Background: an optimization exercise with open tools, aiming at a short achievable clock period and few clock cycles. Do not read the settings as production practice. Only simulation tests tie the RTL to the original design; equivalence was not proved.

## quartz
## mario_cpu
module mario_cpu (
	input clock, reset,
	input up_button, down_button, left_button, right_button,
	input [15:0] mem_rdata,
	output [15:0] mem_addr,
	output [15:0] mem_wdata,
	output mem_we
);
reg [15:0] MA;            
reg        MAd;           
reg        WE;            
reg [15:0] WD;            
reg        vD;            
reg [15:0] pcD;           
reg [15:0] LFA;           
reg        vE;            
reg [15:0] pcE, pcE1;     
reg [7:0]  dispE;         
reg [15:0] A, B;          
reg [3:0]  Bs;            
reg [15:0] AD;            
reg        fA, fB, fS;    
reg        fAn, fBn;      
reg [15:0] RES, RESB;     
reg        RESv;          
reg [3:0]  RESd;
reg [3:0]  dE;            
reg [15:0] csel;          
reg        predE;         
reg        predD;         
reg        LBv;           
reg [15:0] LBpc, LBtgt;
reg [4:0]  FL;            
reg        ci;            
reg        ld1, ld2;      
reg [3:0]  ld1d, ld2d;
reg        hzE;           
reg [255:0] rf;
reg isLD, isST, isJ, isBR, isWAIT, isB1, isB2, isALU;
reg o_add, o_sub, o_cin, o_cmp, o_cmpu, o_and, o_or, o_xor, o_lsh, o_rsh, o_bad;
reg f_zf;
reg o_as;                 
assign mem_addr  = MA;
assign mem_we    = WE;
assign mem_wdata = WD;
wire cond = |(csel & {1'b0, 1'b1, FL[0] | FL[1], ~FL[0] & ~FL[1], FL[3] | FL[1], ~FL[3] & ~FL[1],
                      ~FL[2], FL[2], ~FL[0], FL[0], ~FL[3], FL[3], ~FL[4], FL[4], ~FL[1], FL[1]});
wire exe    = vE & ~hzE;
wire [15:0] BTE = pcE + {{8{dispE[7]}}, dispE};
wire br_tk  = isBR & cond;
wire br_fix = exe & (br_tk ^ predE);
wire j_tk   = exe & isJ & cond;
wire e_rep  = vE & (hzE | isWAIT);      
wire e_redir = br_fix | j_tk | e_rep;
wire memE   = exe & (isLD | isST);
wire early  = e_redir | memE;
wire [15:0] early_val = (j_tk | memE) ? ADe : e_rep ? pcE : br_tk ? BTE : pcE1;
wire [15:0] Ae, Be, Aa, Ba;
  ...
==> flow/config.mk <==
export PLATFORM = sky130hd
export DESIGN_NAME = mario_cpu
export DESIGN_NICKNAME = mario_cpu
export VERILOG_FILES = /design/flow/design.v
export SDC_FILE = /design/flow/constraint.sdc
export NUM_CORES = 4
export LEC_CHECK = 0
export CAP_MARGIN = 20
export CORE_MARGIN = 2
export CORE_UTILIZATION = 60
export SLEW_MARGIN = 20
export SYNTH_HIERARCHICAL = 1
export SYNTH_MINIMUM_KEEP_SIZE = 0
export TNS_END_PERCENT = 100
==> flow/constraint.sdc <==
create_clock -name core_clock -period 9.0 [get_ports {clock}]
set_input_delay 1.8000 -clock core_clock [delete_from_list [all_inputs] [get_ports {clock}]]
set_output_delay 1.8000 -clock core_clock [all_outputs]
set_load 0.01 [all_outputs]
standard.sh (not shown) runs the stock make flow with config.mk's settings and CLKGATE_MAP_FILE= SYNTH_SCRIPT=/design/flow/synth_recipe.tcl, a recipe that flattens the netlist after the stock synthesis.
==> flow/flow/run.sh <==
#!/bin/bash
# The standard layout (bash standard.sh), with extra make settings from
# flow/args.txt: a setup margin that makes repair_timing work below the
# clock period, and the like. Each tool's output goes to its log under orfs/logs;
# make's own output goes to standard_flow.log.
set -euo pipefail
mapfile -t ARGS < <(grep -v '^#' flow/args.txt | grep -v '^$')
bash standard.sh "${ARGS[@]}" finish > standard_flow.log 2>&1
==> flow/flow/args.txt <==
SETUP_SLACK_MARGIN=6.5
ADDER_MAP_FILE=
Testbench counts of quartz, summed over its fixed seeds: cycles 55,691.
--- input diff quartz..sierra ---
- CORE_UTILIZATION now 50, was 60
## What came out
sierra was carried through to the last stage, and its layout satisfied the timing, design-rule and antenna checks. Routed length on met3 for sierra is lower than for quartz. Comparing sierra and quartz, the higher first-pass GRT wire length is on quartz. Register-to-register slack on sierra is ahead of quartz. Required time of the critical path (sierra over quartz): increase, 0.04 ns. sierra against quartz: final design utilization went down 14 points, via count of the routed design shows a reduction of 1,033, effective utilization at floorplan shows a reduction of 11 points, number of antenna diodes did not really move.

separate check: timing with driven ports:
In the flow no input, the clock included, has a driving cell. The finished layouts below were timed again as built, in two steps. Step 1 (the two cells are an assumption about what drives the block):
set clk [get_ports {clock}]
set_driving_cell -lib_cell sky130_fd_sc_hd__clkbuf_16 $clk
set_driving_cell -lib_cell sky130_fd_sc_hd__buf_2 [delete_from_list [all_inputs] $clk]
Step 2 adds t to the input delays and takes it off the output delays; t is the mean of the earliest and latest rising clock arrival at the registers after step 1. Input paths then give back, and output paths get back, about the clock's delay inside the block. Slacks: no drivers / after step 1 / after step 2; pairs: no drivers / after step 1.
run	t (ns)	slack for setup (ns)	latest minus earliest clock arrival (ns)	slew at the worst register clock pin (ns)	cell pins on the clock port's net
quartz	0.704	5.859 / 5.581 / 4.877	0.034 / 0.034	0.07 / 0.07	1
sierra	0.713	5.887 / 5.688 / 4.975	0.050 / 0.050	0.07 / 0.07	1
After both steps setup and hold are still met in every run listed. For quartz, which loses most, drivers alone change the setup slack by -0.278 ns; drivers and shift together by -0.982 ns.
